What follows belongs to an exercise in optimizing a design on an open flow for small area and a short achievable clock period; a production flow would make more cautious choices. The RTL was checked by simulation tests, not by an equivalence proof against the original design. Power figures rest on the tool's default switching activity, not on a simulated workload. The clock port is modelled as an ideal driver; clocking choices that lean on that would not hold on a real chip.

==> flow/design.v <==
`timescale 1ns/1ps
module pic_buffer_v2 #(
    parameter DSIZE = 8,
    parameter IMAGE_WIDTH = 256,
    parameter IMAGE_LENGTH= 256,
    parameter BUFFER_SIZE = IMAGE_WIDTH*2+3
) (
    input               clk,
    input               rst_n,
    input               frame_start,
    input               shift,
    input  [DSIZE-1:0]  sr_in,
    output              rng_flag,
    output              sr_pixel_valid,
    output [DSIZE-1:0]  sr_pixel_0, sr_pixel_1, sr_pixel_2,
    output [DSIZE-1:0]  sr_pixel_3, sr_pixel_4, sr_pixel_5,
    output [DSIZE-1:0]  sr_pixel_6, sr_pixel_7, sr_pixel_8
);
localparam W     = IMAGE_WIDTH;
localparam NPOS  = IMAGE_WIDTH*IMAGE_LENGTH;       
localparam PSIZE = $clog2(NPOS);                   
localparam CW    = $clog2(IMAGE_WIDTH);            
localparam RW    = PSIZE - CW;                     
localparam OSIZE = $clog2(IMAGE_WIDTH+2);          
localparam PRE   = IMAGE_WIDTH+1;                  
localparam NS    = 2*W+2;
reg              valid;        
reg              vn;           
reg              rng;
reg [OSIZE-1:0]  oc;           
reg              init;         
reg              lastf;        
reg              bsf;          
reg [CW-1:0]     col;
reg [RW-1:0]     row;
reg              tt, bb, ll, rr;   
reg              at, ab, al, ar;   
wire adv  = !frame_start & init & (shift | bsf) & !lastf;
wire hold = !vn & !frame_start & !lastf & !(shift | bsf);
wire pre  = !frame_start & shift & !init;
wire row_top  = (row == {RW{1'b0}});
wire row_m1   = (row == {RW{1'b1}} - 1'b1);
wire row_last = (row == {RW{1'b1}});
wire col_m1   = (col[CW-1:1] == {(CW-1){1'b1}});      
wire col_m3   = (col == W-3);
always @(posedge clk, negedge rst_n) begin
    if (!rst_n) begin
        valid <= 1'b0;
        vn    <= 1'b1;
        oc    <= 'd0;
        init  <= 1'b0;
        rng   <= 1'b0;
        bsf   <= 1'b0;
        lastf <= 1'b0;
    end else begin
        rng <= oc[OSIZE-1] | (shift & rng);
        if (frame_start) begin
            oc   <= 'd0;
            init <= 1'b0;
        end else if (pre) begin
            oc   <= oc + 1'b1;
            init <= (oc == PRE-1);
        end
        valid <= adv | hold;
        vn    <= !(adv | hold);
        if (adv) begin
            bsf   <= !vn & (bsf | (row_m1 & col_m3));
            lastf <= ab & ar;
        end else if (!hold) begin
            bsf   <= 1'b0;
            lastf <= 1'b0;
        end
    end
end
always @(posedge clk) begin
    if (adv) begin
        if (!vn)
            {row, col} <= {row, col} + 1'b1;
        else
            {row, col} <= 'd0;
        {tt, bb, ll, rr} <= {at, ab, al, ar};
        if (!vn) begin
            at <= row_top & !col_m1;
            ab <= row_last | (row_m1 & col_m1);
            al <= ar;
            ar <= col_m3;
        end else begin
            at <= 1'b1;
            ab <= 1'b0;
            al <= 1'b0;
            ar <= 1'b0;
        end
    end else if (!hold) begin
        {at, ab, al, ar} <= 4'b1010;
    end
end
wire [DSIZE-1:0] din = shift ? sr_in : {DSIZE{1'b0}};
reg  [DSIZE*(W+1)-1:0]  sra;
reg  [DSIZE*(NS-W-2)-1:0] srb;
reg  [DSIZE-1:0]    p4, srn;
wire [DSIZE-1:0]    t_w1 = ~srn;    
always @(posedge clk) begin
    sra <= {sra[DSIZE*W-1:0], din};
    srn <= ~sra[DSIZE*(W+1)-1:DSIZE*W];
    p4  <= sra[DSIZE*(W+1)-1:DSIZE*W];
    srb <= {srb[DSIZE*(NS-W-3)-1:0], t_w1};
end
wire [DSIZE-1:0] n00 = srb[DSIZE*((2*W+1)-W-2)+DSIZE-1:DSIZE*((2*W+1)-W-2)], n01 = srb[DSIZE*((2*W)-W-2)+DSIZE-1:DSIZE*((2*W)-W-2)], n02 = srb[DSIZE*((2*W-1)-W-2)+DSIZE-1:DSIZE*((2*W-1)-W-2)];
wire [DSIZE-1:0] n10 = t_w1,        n11 = sra[DSIZE*(W)+DSIZE-1:DSIZE*(W)],   n12 = sra[DSIZE*(W-1)+DSIZE-1:DSIZE*(W-1)];
wire [DSIZE-1:0] n20 = sra[DSIZE*(1)+DSIZE-1:DSIZE*(1)],     n21 = sra[DSIZE*(0)+DSIZE-1:DSIZE*(0)],   n22 = din;
function [8*DSIZE-1:0] win;
    input t, b, l, r;
    input [DSIZE-1:0] a0, a1, a2, b0, b1, b2, c0, c1, c2;
    reg [DSIZE-1:0] r00, r01, r02, r20, r21, r22;
    begin
        r00 = t ? b0 : a0;  r01 = t ? b1 : a1;  r02 = t ? b2 : a2;
        r20 = b ? b0 : c0;  r21 = b ? b1 : c1;  r22 = b ? b2 : c2;
        win = { l ? r01 : r00, r01, r ? r01 : r02,
                l ? b1  : b0,       r ? b1  : b2,
                l ? r21 : r20, r21, r ? r21 : r22 };
    end
endfunction
wire nv = adv | hold;
wire nt = adv ? at : tt;
wire nb = adv ? ab : bb;
wire nl = adv ? al : ll;
wire nr = adv ? ar : rr;
wire [8*DSIZE-1:0] wn = win(nt, nb, nl, nr, n00, n01, n02, n10, n11, n12, n20, n21, n22);
reg [8*DSIZE-1:0] ow;
always @(posedge clk, negedge rst_n) begin
    if (!rst_n)
        ow <= 'd0;
    else
        ow <= {8*DSIZE{nv}} & wn;
end
assign rng_flag       = rng;
assign sr_pixel_valid = valid;
assign {sr_pixel_0, sr_pixel_1, sr_pixel_2, sr_pixel_3,
        sr_pixel_5, sr_pixel_6, sr_pixel_7, sr_pixel_8} = ow;
assign sr_pixel_4 = p4;
endmodule
==> flow/config.mk <==
export PLATFORM = sky130hd
export DESIGN_NAME = pic_buffer_v2
export DESIGN_NICKNAME = pic_buffer_v2
export VERILOG_FILES = /design/flow/design.v
export SDC_FILE = /design/flow/constraint.sdc
export NUM_CORES = 4
export LEC_CHECK = 0
export CAP_MARGIN = 20
export CORE_MARGIN = 2
export CORE_UTILIZATION = 65
export CTS_CLUSTER_DIAMETER = 60
export CTS_CLUSTER_SIZE = 24
export PLACE_DENSITY = 0.75
export SETUP_SLACK_MARGIN = 2.7
export SLEW_MARGIN = 20
export SYNTH_MEMORY_MAX_BITS = 16384
==> flow/constraint.sdc <==
create_clock -name core_clock -period 4.6 [get_ports {clk}]
set_input_delay 0.9200 -clock core_clock [delete_from_list [all_inputs] [get_ports {clk}]]
set_output_delay 0.9200 -clock core_clock [all_outputs]
set_load 0.01 [all_outputs]
standard.sh (not shown) runs the stock make flow with config.mk's settings and CLKGATE_MAP_FILE= SYNTH_SCRIPT=/design/flow/synth_recipe.tcl, a recipe that flattens the netlist after the stock synthesis.
==> flow/flow/run.sh <==
#!/bin/bash
# The standard layout, with two changes:
#  - after placement, each register that drives an output port is moved next
#    to that port's buffer and the placement is legalised again;
#  - clock tree synthesis without dummy loads on the leaf buffers.
set -euo pipefail
export CTS_ARGS="-sink_clustering_enable -repair_clock_nets -sink_clustering_size 24 -sink_clustering_max_diameter 60 -dont_use_dummy_load"
R=orfs/results/${FLOW_PLATFORM}/pic_buffer_v2/base
bash standard.sh place > place_flow.log 2>&1
MOVE_IN=$R/3_place.odb MOVE_OUT=$R/3_place_moved.odb \
  openroad -no_init -exit flow/move_out_regs.tcl > move_out_regs.log 2>&1
mv -f $R/3_place_moved.odb $R/3_place.odb
touch $R/3_place.odb $R/3_place.sdc
bash standard.sh > finish_flow.log 2>&1
Other scripts of this flow, unchanged in this note and not shown: flow/flow/move_out_regs.tcl
The baseline finished clean.
Then changed:
--- a/flow/flow/run.sh
+++ b/flow/flow/run.sh
@@ -6,3 +6,3 @@
 set -euo pipefail
-export CTS_ARGS="-sink_clustering_enable -repair_clock_nets -sink_clustering_size 24 -sink_clustering_max_diameter 60 -dont_use_dummy_load"
+export CTS_ARGS="-sink_clustering_enable -repair_clock_nets -sink_clustering_size 28 -sink_clustering_max_diameter 60 -dont_use_dummy_load"
 R=orfs/results/${FLOW_PLATFORM}/pic_buffer_v2/base
- PLACE_DENSITY: 0.75 -> 0.8
- SETUP_SLACK_MARGIN: 2.7 -> 2.1
The new run finished with timing, DRC and antenna clean. First-iteration DRC count came out higher by about a fifth. Global-route usage went up by 2.3 points. Area after synthesis stays the same. Routed wire length is higher by about a fifth. Critical path depth increases by 10. Via count barely changes. Die area does not change.
Then changed:
--- a/flow/flow/run.sh
+++ b/flow/flow/run.sh
@@ -6,3 +6,3 @@
 set -euo pipefail
-export CTS_ARGS="-sink_clustering_enable -repair_clock_nets -sink_clustering_size 28 -sink_clustering_max_diameter 60 -dont_use_dummy_load"
+export CTS_ARGS="-sink_clustering_enable -repair_clock_nets -sink_clustering_size 36 -sink_clustering_max_diameter 60 -dont_use_dummy_load"
 R=orfs/results/${FLOW_PLATFORM}/pic_buffer_v2/base
- PLACE_DENSITY: 0.8 -> 0.75
- SETUP_SLACK_MARGIN: 2.1 -> 2.4
Via count decreases by 2.4%.
Cell area decreases by 0.55%.
Wire length decreases by 19%.
Core utilization decreases by 0.39 points.
Worst hold slack is about the same.
Register-to-register slack gains 0.05 ns.
Sequential share of layout area increases by 0.50 points.
Clock skew decreases by 0.035 ns.
Power decreases by 2.7%.
Then changed:
--- a/flow/flow/run.sh
+++ b/flow/flow/run.sh
@@ -6,3 +6,3 @@
 set -euo pipefail
-export CTS_ARGS="-sink_clustering_enable -repair_clock_nets -sink_clustering_size 36 -sink_clustering_max_diameter 60 -dont_use_dummy_load"
+export CTS_ARGS="-sink_clustering_enable -repair_clock_nets -sink_clustering_size 24 -sink_clustering_max_diameter 60 -dont_use_dummy_load"
 R=orfs/results/${FLOW_PLATFORM}/pic_buffer_v2/base
- CORE_UTILIZATION: 65 -> 60
- PLACE_DENSITY: 0.75 -> 0.7
Final area goes up by 1.5%.
Routed wire length goes down by 2.5%.
Sequential share of layout area goes down by 1.4 points.
Hold slack improved by 0.016 ns.
Worst setup slack improved by 0.052 ns.
Utilization goes down by 4.3 points.
First-iteration DRC count goes down by 27%.
Total power goes up by 3.9%.
Then changed:
--- a/flow/flow/run.sh
+++ b/flow/flow/run.sh
@@ -6,3 +6,3 @@
 set -euo pipefail
-export CTS_ARGS="-sink_clustering_enable -repair_clock_nets -sink_clustering_size 24 -sink_clustering_max_diameter 60 -dont_use_dummy_load"
+export CTS_ARGS="-sink_clustering_enable -repair_clock_nets -sink_clustering_size 28 -sink_clustering_max_diameter 60 -dont_use_dummy_load"
 R=orfs/results/${FLOW_PLATFORM}/pic_buffer_v2/base
- CORE_UTILIZATION: 60 -> 65
- PLACE_DENSITY: 0.7 -> 0.8
Non-clock buffer count rose by 5.
Worst setup slack degrades by 0.017 ns.
Maximum frequency fell by about 0.7%.
Core utilization rose by 4.8 points.
Clock-buffer cell count fell by 25.
Routed wire length rose by about 24%.
Cell count fell by about 2.3%.
Power fell by about 1.2%.
Global-route usage rose by 4.8 points.
Clock power fell by about 4%.
Then changed:
--- a/flow/flow/run.sh
+++ b/flow/flow/run.sh
@@ -6,3 +6,3 @@
 set -euo pipefail
-export CTS_ARGS="-sink_clustering_enable -repair_clock_nets -sink_clustering_size 28 -sink_clustering_max_diameter 60 -dont_use_dummy_load"
+export CTS_ARGS="-sink_clustering_enable -repair_clock_nets -sink_clustering_size 30 -sink_clustering_max_diameter 60 -dont_use_dummy_load"
 R=orfs/results/${FLOW_PLATFORM}/pic_buffer_v2/base
- CORE_UTILIZATION: 65 -> 60
- PLACE_DENSITY: 0.8 -> 0.7
Routed wire length decreases by 21%.
Power decreases by 1.1%.
Flip-flop and latch count does not change.
Register-to-register slack is worse by 0.09 ns.

-- re-timing with driven ports --
No port has a modelled driver above. Below, the same layouts with a new extraction and two added sets of constraints. Step 1 (the two cells are an assumption about what drives the block):
set clk [get_ports {clk}]
set_driving_cell -lib_cell sky130_fd_sc_hd__clkbuf_16 $clk
set_driving_cell -lib_cell sky130_fd_sc_hd__buf_2 [delete_from_list [all_inputs] $clk]
Step 2 adds t to the input delays and takes it off the output delays; t is the mean of the earliest and latest rising clock arrival at the registers after step 1. Input paths then give back, and output paths get back, about the clock's delay inside the block. Slacks: ideal / step 1 / step 2; pairs: ideal / step 1.
| run | shift t [ns] | setup WS [ns] | worst setup path after step 2 | latest minus earliest clock arrival (ns) | cell pins on the clock port's net |
|---|---|---|---|---|---|
| the first run | 0.847 | 2.305 / 2.231 / 1.681 | input to register | 0.106 / 0.107 | 1 |
| the second run | 0.851 | 2.014 / 2.058 / 1.207 | input to register | 0.113 / 0.113 | 1 |
| the third run | 0.831 | 2.287 / 2.277 / 1.470 | input to register | 0.091 / 0.090 | 1 |
| the fourth run | 0.846 | 2.339 / 2.265 / 1.579 | input to register | 0.078 / 0.079 | 1 |
| the fifth run | 0.858 | 2.322 / 2.246 / 1.708 | input to register | 0.094 / 0.094 | 1 |
| the sixth run | 0.829 | 2.351 / 2.279 / 1.573 | input to register | 0.092 / 0.092 | 1 |
After both steps setup and hold are still met in every run listed. For the third run, which loses most, drivers alone change the setup slack by -0.010 ns; drivers and shift together by -0.817 ns.
